Source: an optimization exercise on an open RTL-to-GDS flow (aim: small area and a short achievable clock period). Production flows keep margins and buffers that such runs may drop.
Only simulation tests tie the RTL to the original design; equivalence was not proved.

## flow/design.v (module list and top-level ports; edited modules follow where they fit)
// module correlation_32: 1244 lines
// module fa_cell: 6 lines
// module ha_cell: 6 lines
// module RFCorrelator: 27 lines
module RFCorrelator(bit_stream, clk, reset, Target_Num,
num_1, num_2, num_3, num_4, num_5, num_6, num_7, num_8, num_9, num_10, num_11, num_12, num_13, num_14, num_15, num_16, Out_str);
  // ...
==> flow/run.sh <==
#!/bin/bash
# synth_recipe.tcl (not shown) runs the flow's synth.tcl, then flattens the netlist and writes it again
# the make line also repeats each setting of config.mk as NAME=value (left out here)
make -C /OpenROAD-flow-scripts/flow DESIGN_CONFIG=/design/flow/config.mk WORK_HOME=/design/flow/orfs CLKGATE_MAP_FILE= SYNTH_SCRIPT=/design/flow/synth_recipe.tcl finish
==> flow/config.mk <==
export PLATFORM = sky130hd
export DESIGN_NAME = RFCorrelator
export DESIGN_NICKNAME = RFCorrelator
export VERILOG_FILES = /design/flow/design.v
export SDC_FILE = /design/flow/constraint.sdc
export NUM_CORES = 4
export LEC_CHECK = 0
export CAP_MARGIN = 20
export CORE_MARGIN = 2
export CORE_UTILIZATION = 40
export PLACE_DENSITY = 0.6
export SLEW_MARGIN = 20
export SYNTH_HIERARCHICAL = 1
==> flow/constraint.sdc <==
create_clock -name core_clock -period 55.0 [get_ports {clk}]
set_input_delay 11.0000 -clock core_clock [delete_from_list [all_inputs] [get_ports {clk}]]
set_output_delay 11.0000 -clock core_clock [all_outputs]
set_load 0.01 [all_outputs]
==> results by group, run 1 <==
Layout
  – Final instance area: between 20,000 and 30,000 µm²
  – Area of the multi-input gates: roughly 17,000 µm²
  – Util after Layout: a little over half
  – Register Area: 1800 µm²
  – Seq/total area: about 7%
  – Share of layout cells above drive strength 1: under 10%
  – CLK BUF: 10

Synthesis
  – Post-Syn Area: between 15,000 and 20,000 µm²
  – Simple-Gate Fraction of Synth Area: roughly 5.8%
  – Yosys top cell area share: between 40% and 50%

Outcome
  – Outcome: finished clean

Drt
  – Wirelength per Cell: around 28 µm
  – Drt total wl: approximately 78,000 µm
  – Met2 WL post-DR: about 38,000 µm
  – Met3 wire length: ~5500 µm

Worst setup path
  – Critical path depth: 25
  – Critical path launch point type: input pin
  – WP data arrival: 19.53 ns

Clock tree
  – Hold_buf cts: 0
  – Setup bufs post-CTS: 0
  – CTS Buffer Depth: 2
  – H-tree level count: 3
  – Post-CTS sizing: 0

Timing
  – Fin. max-slew vios: 0
  – Max Clock Freq: around 52 MHz
  – Ratio of final minimum period to clock period: approximately a third
  – Setup-violating endpoint count in the final report: 0
  – Setup TNS: 0 ns

Die
  – Initial Util: between 40% and 50%
  – Die Area: between 40,000 and 50,000 µm²

Hold path
  – Worst min path class: register to register
  – HP Start: shift_reg[11]

Global routing
  – Met1 Use GR: between 40 and 50%
  – Met3 usage: roughly 5.7%
  – Largest net degree at the start of global routing: 23

Place
  – Port Buffer Count: 550
  – HPWL after DPL: 62,100 µm
==> inputs of run 2 (changes only) <==
==> flow/flow/run.sh (new file) <==
#!/bin/bash
# The standard layout, except that the port buffers are the smallest buffer
# (buf_1) instead of the resizer's default choice.
set -euo pipefail
export BUFFER_PORTS_ARGS="-buffer_cell sky130_fd_sc_hd__buf_1"
bash standard.sh > standard_flow.log 2>&1
==> flow/standard.sh (new file) <==
#!/bin/bash
# synth_recipe.tcl (not shown) runs the flow's synth.tcl, then flattens the netlist and writes it again
# the make line also repeats each setting of config.mk as NAME=value (left out here)
make -C /OpenROAD-flow-scripts/flow DESIGN_CONFIG=/design/flow/config.mk WORK_HOME=/design/flow/orfs CLKGATE_MAP_FILE= SYNTH_SCRIPT=/design/flow/synth_recipe.tcl "${@:-finish}"
--- a/flow/config.mk
+++ b/flow/config.mk
@@ -7,6 +7,7 @@
 export LEC_CHECK = 0
+export ABC_AREA = 1
 export CAP_MARGIN = 20
 export CORE_MARGIN = 2
-export CORE_UTILIZATION = 40
-export PLACE_DENSITY = 0.6
+export CORE_UTILIZATION = 55
+export PLACE_DENSITY = 0.75
 export SLEW_MARGIN = 20
removed: flow/run.sh
==> run 2 against run 1 <==
Effect of this change:
- still clean
- routed wire length shrank 13%
- sequential share of layout area is 1.2 points higher
- critical path depth up 11
- cell count increased by 1.4%
- critical endpoint unchanged
==> results by group, run 2 <==
Outcome
  – Outcome: finished clean

Synthesis
  – FFs w/ async S/R, synth: 0%
  – Sequential area share after synthesis: a little under a tenth
  – Synthesized Nets: roughly 2,900
  – Yosys top cell area share: 43.7% (+0.43 points)
  – Most used DFF post-synth: dfxtp_1
  – Post-synth cell types: 35
  – EDFF count, synth: 32
  – Synth area leader: fa_1
  – Top cells by area, synth: fa_1 44%, xor2_1 24%, nand2_1 6.2%, ha_1 5.3%, edfxtp_1 5.0%
  – Cells after synthesis: about 1,900
  – Synth top cells by count: 512 x xor2_1, 416 x fa_1, 314 x nand2_1
  – Post-synthesis register bit count: 74
  – Post-Syn Area: 19,100 µm² (-0.99%)
  – Synthesis warning total: 7
  – Synth Area per Inst: between 10 and 15 µm²
  – Most frequent cell after synthesis: xor2_1

Clock tree
  – H-tree level count: 3 (unchanged)
  – CTS tree: built
  – CTS Buffer Depth: 2 (unchanged)
  – Root Buffer: clkbuf_16
  – Post-CTS sizing: 0 (unchanged)
  – Reg clk slew, reported paths: roughly 0.070 ns
  – Hold_buf cts: 0 (unchanged)
  – Num CTS Buffers: 9
  – Latest clock arrival within the worst-skew pair: approximately 0.35 ns
  – Setup bufs post-CTS: 0 (unchanged)
  – CTS Sinks: 74

Die
  – Die H: between 150 and 200 µm
  – Std-Cell Rows: between 60 and 70
  – CORE AREA: approximately 34,000 µm²
  – IO Pins: approximately 550
  – Width of the die: 190 µm
  – Initial Util: 55.5% (+15 points)
  – Die Area: 36,200 µm² (-28%)

Worst setup path
  – Worst Path Max Fanout: 13
  – WP data arrival: 17.45 ns (-2.08 ns)
  – Crit Path Category: input pin to register
  – CP peak stage delay: 0.59 ns
  – Most frequent CP cell: nand2_1
  – Worst path required time: approximately 55 ns
  – CP endpoint kind: register
  – Critical path launch point type: input pin
  – Critical path's slowest cell: fa_1

Drt
  – Drt total wl: 68,200 µm (-13%)
  – Initial drt markers: 1,195
  – Wirelength per Cell: 24.0 µm (-14%)
  – Via density: about 5.5
  – ANT nets after route: 0
  – Vias post-DR: between 15,000 and 20,000
  – Pre-antenna DRT Iters: 5
  – Post-route DRC: 0

Place
  – Setup slack at placement: about 38 ns
  – Port Buffer Count: 550 (unchanged)
  – Placed inst area: ~22,000 µm²
  – RePlAce Congestion: between 0.9 and 1
  – HPWL after DPL: 54,400 µm (-12%)

Layout
  – Area of the multi-input gates: 16,400 µm² (-3.6%)
  – Nets@finish: between 3,000 and 4,000
  – Register Area: 1800 µm² (unchanged)
  – Commonest non-fill, non-tap cell in the layout: buf_1
  – Synth-to-Final Area Change: 15.2%
  – Final instance area: 22,000 µm² (-15%)
  – Filler Cells Inserted: 2,835
  – N_diodes: 0
  – Most frequent cells in the layout: 550 x buf_1, 512 x xor2_1, 416 x fa_1
  – Share of layout cells above drive strength 1: 5.23% (+0.76 points)

Global routing
  – Vias in the first global route: between 15,000 and 20,000
  – Total GRT Usage: 38.6%
  – Overflow after GRT: 0
  – Largest net degree at the start of global routing: 33 (+43%)
  – First-pass GRT wire length: between 100,000 and 150,000 µm
  – Initial antenna violation count: 0

Timing
  – Final Hold Viols: 0
  – Max Clock Freq: 58.3 MHz (+12%)
  – Final Skew: slightly below 0.008 ns
  – Rel. slew slack: between 60% and 70%
  – Fin. max-slew vios: 0 (unchanged)
  – Worst hold slack: 0.350 ns
  – Setup TNS: 0 ns (unchanged)
  – RSZ-0062 raised after global routing: no
  – Tmin final: 17.16 ns
  – Setup-violating endpoint count in the final report: 0 (unchanged)
  – Final WS setup: between 30 and 40 ns
  – Worst Max-Slew Pin Slew: 0.550 ns
  – Ratio of final minimum period to clock period: 31.2% (-3.8 points)

Hold path
  – Worst min path class: register to register

Run
  – Max Cap Viol: 0
-- run 2: path summary, 6_finish.rpt --
kind                         to            from  depth (start not counted)  slack (ns)
setup / recovery     Out_str[0]      num_14[12]                         36       37.84
hold / removal    shift_reg[11]   shift_reg[12]                          0        0.35
setup reg to reg     Out_str[1]  Target_Num[12]                         37       47.66
hold reg to reg   shift_reg[11]   shift_reg[12]                          0        0.35
-- run 2: critical path, delay by kind of cell --
kind | cells | cell delay (ns)
fa+ha+maj | 9 | 3.43
simple gates | 20 | 1.73
compound gates | 3 | 0.64
buf+inv | 3 | 0.35
xor+xnor | 1 | 0.25
-- run 2: per-layer routing --
metal  part of all wire, %  vias to the layer above  GRT usage (%)
met5                     0                        -              0
met2                    48                     1057           64.7
met4                   7.2                        0           24.1
li1                      -                     6719              -
met3                    10                      242           9.48
met1                    34                     7643           44.6
-- run 2: cells by family after synthesis --
| kind of cell | synth area share (%) |
|---|---|
| buffers and inverters | 4.64 |
| AO/OA/AOI/OAI | 2.47 |
| AND/OR/NAND/NOR | 10.9 |
| adder cells (fa/ha/maj) | 49.0 |
| flip-flops | 9.44 |
| XOR/XNOR | 23.6 |
-- run 2: final cells by class --
type / count / share of cell area [%]
multi-input combinational: 1556 / 74.6
timing repair buffer: 583 / 10.5
sequential: 74 / 8.20
inverter: 160 / 2.73
tap: 455 / 2.59
clock buffer: 9 / 1.02
clock inverter: 7 / 0.376
-- run 2: modules after synthesis (local to each module, per instance) --
module | cell area (µm²) | cells | flops+latches | copies in the design
fa_cell | 20.0 | 1 | 0 | 416
ha_cell | 12.5 | 1 | 0 | 80
correlation_32 | 7840 | 1264 | 0 | 1
RFCorrelator | 1910 | 98 | 74 | 1
-- run 2: metrics by stage --
step,std cells,utilization [%]
after detailed placement,2828,63.1
after global placement,2828,63.1
after floorplan,1858,-
after CTS,2844,64.0
after global routing,2844,64.0
final,2844,64.0
==> inputs of run 3 (changes only) <==
--- a/flow/config.mk
+++ b/flow/config.mk
@@ -10,4 +10,4 @@
 export CORE_MARGIN = 2
-export CORE_UTILIZATION = 55
-export PLACE_DENSITY = 0.75
+export CORE_UTILIZATION = 70
+export PLACE_DENSITY = 0.85
 export SLEW_MARGIN = 20
==> run 3 against run 2 <==
Effect of this change:
- design area decreased by 0.75%
- clock skew increased by 0.0081 ns
- largest cell class unchanged
- fmax fell by 0.81%
- die area shrank 21%
- critical path type unchanged
==> results by group, run 3 <==
Clock tree
  – Setup bufs post-CTS: 0 (unchanged)
  – Num CTS Buffers: 9 (unchanged)
  – CTS Sinks: 74 (unchanged)
  – Root Buffer: clkbuf_16
  – Hold_buf cts: 0 (unchanged)
  – CTS tree: built
  – Reg clk slew, reported paths: 0.06 ns (about the same)
  – Post-CTS sizing: 0 (unchanged)
  – CTS Buffer Depth: 2 (unchanged)
  – Latest clock arrival within the worst-skew pair: 0.35 ns (about the same)
  – H-tree level count: 3 (unchanged)

Synthesis
  – Post-synthesis register bit count: 74 (unchanged)
  – Most used DFF post-synth: dfxtp_1
  – Synthesized Nets: 2,870 (unchanged)
  – Synth top cells by count: 512 x xor2_1, 416 x fa_1, 314 x nand2_1
  – Synth area leader: fa_1
  – FFs w/ async S/R, synth: 0% (unchanged)
  – Cells after synthesis: 1,858 (unchanged)
  – EDFF count, synth: 32 (unchanged)
  – Most frequent cell after synthesis: xor2_1
  – Post-synth cell types: 35 (unchanged)
  – Top cells by area, synth: fa_1 44%, xor2_1 24%, nand2_1 6.2%, ha_1 5.3%, edfxtp_1 5.0%
  – Synthesis warning total: 7 (unchanged)
  – Sequential area share after synthesis: 9.44% (unchanged)
  – Post-Syn Area: 19,100 µm² (unchanged)
  – Yosys top cell area share: 43.7% (unchanged)
  – Synth Area per Inst: 10.3 µm² (unchanged)

Die
  – Width of the die: 169 µm (-11%)
  – Initial Util: 71.0% (+15 points)
  – Std-Cell Rows: 60 (-12%)
  – IO Pins: 551 (unchanged)
  – CORE AREA: 26,900 µm² (-22%)
  – Die Area: 28,600 µm² (-21%)
  – Die H: 169 µm (-11%)

Run
  – Max Cap Viol: 0 (unchanged)

Drt
  – Pre-antenna DRT Iters: 6 (+1)
  – Post-route DRC: 0 (unchanged)
  – ANT nets after route: 0 (unchanged)
  – Vias post-DR: 16,500 (+5.1%)
  – Via density: 6.01 (+9.2%)
  – Wirelength per Cell: 26.0 µm (+8.3%)
  – Initial drt markers: 1,888 (+58%)
  – Drt total wl: 71,100 µm (+4.2%)

Worst setup path
  – Worst path required time: 55.20 ns (-0.09 ns)
  – WP data arrival: 17.50 ns (+0.05 ns)
  – CP Buf/Inv Count: 5 (+2)
  – Crit Path Category: input pin to register
  – Critical path's slowest cell: fa_1
  – Worst Path Max Fanout: 14 (+1)
  – CP endpoint kind: register
  – Most frequent CP cell: nand2_1
  – CP peak stage delay: 0.66 ns (+0.07 ns)
  – Critical path's top delay family: adder cells
  – Critical path launch point type: input pin

Global routing
  – Total GRT Usage: 50.5% (+12 points)
  – First-pass GRT wire length: 103,000 µm (+3.0%)
  – Overflow after GRT: 0 (unchanged)
  – Vias in the first global route: 17,800 (+2.7%)
  – Largest net degree at the start of global routing: 33 (unchanged)
  – Initial antenna violation count: 7 (+7)

Timing
  – Worst hold slack: 0.352 ns (+0.00212 ns)
  – Setup TNS: 0 ns (unchanged)
  – Rel. slew slack: 62.3% (-1.0 points)
  – Worst Max-Slew Pin Slew: 0.565 ns (+0.0153 ns)
  – Setup-violating endpoint count in the final report: 0 (unchanged)
  – Ratio of final minimum period to clock period: 31.5% (+0.26 points)
  – Max Clock Freq: 57.8 MHz (-0.81%)
  – Tmin final: 17.30 ns (+0.141 ns)
  – Fin. max-slew vios: 0 (unchanged)
  – Final Skew: 0.0159 ns (+0.00811 ns)
  – RSZ-0062 raised after global routing: no
  – Final Hold Viols: 0 (unchanged)

Hold path
  – Worst min path class: register to register

Layout
  – Share of layout cells above drive strength 1: 5.19% (-0.042 points)
  – Synth-to-Final Area Change: 14.4%
  – Most frequent cells in the layout: 550 x buf_1, 512 x xor2_1, 416 x fa_1
  – Nets@finish: 3,396 (unchanged)
  – Commonest non-fill, non-tap cell in the layout: buf_1

Outcome
  – Outcome: finished clean

Place
  – Port Buffer Count: 550 (unchanged)
  – HPWL after DPL: 54,900 µm (+0.94%)
  – RePlAce Congestion: 1.01 (+4.8%)
[run 3: changes by cell type in the layout (fill, tap and decap cells not counted)]
cell and delta:
diode_2 +6, clkinv_2 +2, inv_6 -2, bufinv_16 -1, clkbuf_1 +1, clkinv_4 +1
clkinvlp_4 -1, inv_4 +1, inv_8 -1
[run 3: worst paths after layout]
check	from	to	slack (ns)	cells after the start
setup / recovery	num_2[12]	Out_str[0]	37.70	37
hold / removal	shift_reg[28]	shift_reg[27]	0.35	0
setup reg to reg	Target_Num[12]	Out_str[0]	47.45	37
hold reg to reg	shift_reg[28]	shift_reg[27]	0.35	0
[run 3: per-stage QoR]
step	instance area, µm²	util [%]	worst slack, ns	cells
after detailed placement	21500	80.1	37.56	2714
after floorplan	19100	-	38.42	1858
after global routing	21800	81.2	37.43	2733
after CTS	21800	81.1	37.88	2730
after global placement	21500	80.1	37.63	2714
final	21800	81.2	37.70	2736
[run 3: area by class of cell]
type / instances / area (µm²)
inverter: 160 / 601
fill: 1625 / 5060
sequential: 74 / 1800
clock inverter: 6 / 41.3
multi-input combinational: 1556 / 16400
antenna: 6 / 15.0
timing repair buffer: 583 / 2310
tap: 341 / 427
clock buffer: 10 / 229
[run 3: kinds of logic after synthesis]
logic type	synth area share [%]
AOI/OAI and AO/OA	2.47
and+or+nand+nor	10.9
buffers and inverters	4.64
DFF	9.44
xor gates and xnor gates	23.6
adders and majority gates	49.0
[run 3: routing by layer]
| layer | up-vias | wire length [µm] | track usage (%) |
|---|---|---|---|
| li1 | 6725 | - | - |
| met2 | 1396 | 32000 | 75.7 |
| met4 | 4 | 7170 | 44.1 |
| met5 | - | 29 | 0 |
| met1 | 7883 | 23100 | 57.1 |
| met3 | 449 | 8840 | 18.5 |
[run 3: per-module statistics from Yosys, one instance, submodules excluded]
module	area, µm²	cells inside
correlation_32	7840	1264
RFCorrelator	1910	98
ha_cell	12.5	1
fa_cell	20.0	1
==> inputs of run 4 (changes only) <==
--- a/flow/config.mk
+++ b/flow/config.mk
@@ -10,4 +10,4 @@
 export CORE_MARGIN = 2
-export CORE_UTILIZATION = 70
-export PLACE_DENSITY = 0.85
+export CORE_UTILIZATION = 40
+export PLACE_DENSITY = 0.6
 export SLEW_MARGIN = 20
==> run 4 against run 3 <==
Effect of this change:
- synthesized area stayed put
- die area grew 73%
- fmax shrank 0.12%
- first-iteration DRC count shrank 54%
- via count fell by 7.8%
- utilization decreased by 34 points
- critical path depth shrank 2
- register-to-register slack improved by 0.11 ns
- design area up 1.7%
- hold slack worse by 0.0033 ns
- worst setup slack lost 0.021 ns
- critical path type unchanged
==> results by group, run 4 <==
Clock tree
  – Post-CTS sizing: 0 (unchanged)
  – Latest clock arrival within the worst-skew pair: 0.37 ns (+0.02 ns)
  – CTS Sinks: 74 (unchanged)
  – Hold_buf cts: 0 (unchanged)
  – Reg clk slew, reported paths: 0.08 ns (+0.02 ns)
  – Setup bufs post-CTS: 0 (unchanged)
  – CTS Buffer Depth: 2 (unchanged)
  – Root Buffer: clkbuf_16
  – H-tree level count: 3 (unchanged)
  – CTS tree: built
  – Num CTS Buffers: 9 (unchanged)

Timing
  – Tmin final: 17.32 ns (+0.0209 ns)
  – Final WS setup: 37.68 ns (-0.0209 ns)
  – RSZ-0062 raised after global routing: no
  – Fin. max-slew vios: 0 (unchanged)
  – Ratio of final minimum period to clock period: 31.5% (+0.038 points)
  – Rel. slew slack: 60.9% (-1.5 points)
  – Setup-violating endpoint count in the final report: 0 (unchanged)
  – Worst Max-Slew Pin Slew: 0.587 ns (+0.0222 ns)
  – Setup TNS: 0 ns (unchanged)
  – Final Skew: 0.0175 ns (+0.00157 ns)
  – Final Hold Viols: 0 (unchanged)
  – Max Clock Freq: 57.7 MHz (-0.12%)

Die
  – Die Area: 49,500 µm² (+73%)
  – Width of the die: 222 µm (+32%)
  – Std-Cell Rows: 80 (+33%)
  – Initial Util: 40.2% (-31 points)
  – IO Pins: 551 (unchanged)
  – CORE AREA: 47,400 µm² (+77%)
  – Die H: 222 µm (+32%)

Worst setup path
  – CP peak stage delay: 0.64 ns (-0.02 ns)
  – Crit Path Category: input pin to register
  – CP endpoint kind: register
  – Critical path's slowest cell: fa_1
  – Critical path launch point type: input pin
  – WP data arrival: 17.57 ns (+0.07 ns)
  – Worst path required time: 55.25 ns (+0.05 ns)
  – Worst Path Max Fanout: 14 (unchanged)
  – Most frequent CP cell: fa_1

Drt
  – Pre-antenna DRT Iters: 7 (+1)
  – Drt total wl: 71,500 µm (+0.62%)
  – Via density: 5.05 (-16%)
  – ANT nets after route: 0 (unchanged)
  – Initial drt markers: 870 (-54%)
  – Post-route DRC: 0 (unchanged)
  – Vias post-DR: 15,200 (-7.8%)
  – Wirelength per Cell: 23.8 µm (-8.4%)

Layout
  – N_diodes: 0 (-6)
  – Util after Layout: 46.8% (-34 points)
  – Synth-to-Final Area Change: 16.3%
  – Filler Cells Inserted: 4,563 (+180%)
  – Most frequent cells in the layout: 550 x buf_1, 512 x xor2_1, 416 x fa_1
  – Nets@finish: 3,396 (unchanged)
  – Commonest non-fill, non-tap cell in the layout: buf_1
  – Share of layout cells above drive strength 1: 5.23% (+0.042 points)

Synthesis
  – Synth top cells by count: 512 x xor2_1, 416 x fa_1, 314 x nand2_1
  – Synth Area per Inst: 10.3 µm² (unchanged)
  – Post-synth cell types: 35 (unchanged)
  – Cells after synthesis: 1,858 (unchanged)
  – Synth area leader: fa_1
  – Synthesis warning total: 7 (unchanged)
  – Post-Syn Area: 19,100 µm² (unchanged)
  – Most frequent cell after synthesis: xor2_1
  – Synthesized Nets: 2,870 (unchanged)
  – EDFF count, synth: 32 (unchanged)
  – Yosys top cell area share: 43.7% (unchanged)
  – Most used DFF post-synth: dfxtp_1
  – Sequential area share after synthesis: 9.44% (unchanged)
  – FFs w/ async S/R, synth: 0% (unchanged)
  – Top cells by area, synth: fa_1 44%, xor2_1 24%, nand2_1 6.2%, ha_1 5.3%, edfxtp_1 5.0%
  – Post-synthesis register bit count: 74 (unchanged)

Global routing
  – Largest net degree at the start of global routing: 33 (unchanged)
  – Initial antenna violation count: 0 (-7)
  – Total GRT Usage: 29.5% (-21 points)
  – Vias in the first global route: 17,100 (-4.0%)
  – Overflow after GRT: 0 (unchanged)
  – First-pass GRT wire length: 106,000 µm (+2.3%)

Run
  – Max Cap Viol: 0 (unchanged)

Place
  – Port Buffer Count: 550 (unchanged)
  – Setup slack at placement: 37.24 ns (-0.329 ns)
  – RePlAce Congestion: 0.958 (-5.4%)
  – HPWL after DPL: 59,800 µm (+8.8%)

Hold path
  – Worst min path class: register to register

Outcome
  – Outcome: finished clean
==> run 4: cell counts after synthesis <==
No cell type changed its count.
==> run 4: Yosys stat by module (local to each module, per instance) <==
module,cell area (µm²),flip-flops and latches,cells,times used
fa_cell,20.0,0,1,416
correlation_32,7840,0,1264,1
ha_cell,12.5,0,1,80
RFCorrelator,1910,74,98,1
==> run 4: layout make-up <==
cell class	count	area [µm²]	share of cell area [%]
sequential	74	1800	8.12
inverter	160	601	2.71
multi-input combinational	1556	16400	73.9
tap	615	769	3.47
clock buffer	9	225	1.02
clock inverter	7	82.6	0.372
timing repair buffer	583	2310	10.4
==> run 4: cell families (layout without fill, tap and decap cells) <==
group | Yosys count | in the layout | share of synthesized area [%]
buf+inv | 228 | 759 | 4.64
flops | 74 | 74 | 9.44
fa+ha+maj | 497 | 497 | 49.0
compound gates | 76 | 76 | 2.47
xor+xnor | 513 | 513 | 23.6
simple gates | 470 | 470 | 10.9
==> run 4: final timing paths <==
kind	start	to	slack, ns	cells past startpoint
setup / recovery	num_1[13]	Out_str[0]	37.68	35
hold / removal	shift_reg[26]	shift_reg[25]	0.35	0
setup reg to reg	Target_Num[13]	Out_str[0]	47.56	35
hold reg to reg	shift_reg[26]	shift_reg[25]	0.35	0
==> run 4: metal layers <==
metal	track usage, %	part of all wire [%]	vias up
li1	-	-	6722
met1	37.1	39	7499
met2	51.1	49	812
met3	4.24	7.2	137
met4	12.2	4.7	0
met5	0	0	-
==> run 4: worst max-delay path: cells and delay by family <==
family,cells,cell delay (ns)
AOI/OAI and AO/OA,4,0.89
xor gates and xnor gates,1,0.37
adders and majority gates,9,3.50
buffers and inverters,6,0.46
and+or+nand+nor,15,1.32
==> run 4: metrics by stage <==
step,instances,area (µm²),hold slack (ns)
floorplan,1858,19100,0.327
global placement,2988,21900,0.330
detailed placement,2988,21900,0.335
CTS,3004,22200,0.337
global route,3004,22200,0.338
finish,3004,22200,0.348

[what the ideal ports hide]
How much do the figures lean on ideal ports? The routed layouts below were timed once more, with nothing changed but the port constraints.
Step 1 assumes that a clkbuf_16 drives the clock port and a buf_2 every other input.
Step 2 also shifts input and output timing later by t, the mid clock arrival at the registers, as if the neighbouring blocks saw the same clock.
a / b / c = ideal / step 1 / step 2; a / b = the first two.
run | t (ns) | setup WS [ns] | pins driven straight from the clock port
run 1 | 0.391 | 35.733 / 35.726 / 35.335 | 1
run 2 | 0.389 | 37.841 / 37.854 / 37.465 | 1
run 3 | 0.381 | 37.700 / 37.686 / 37.306 | 1
run 4 | 0.405 | 37.679 / 37.699 / 37.293 | 1
After both steps setup and hold are still met in every run listed. The setup slack of run 1, which loses most, moves by -0.007 ns with the drivers and by -0.398 ns with both steps.
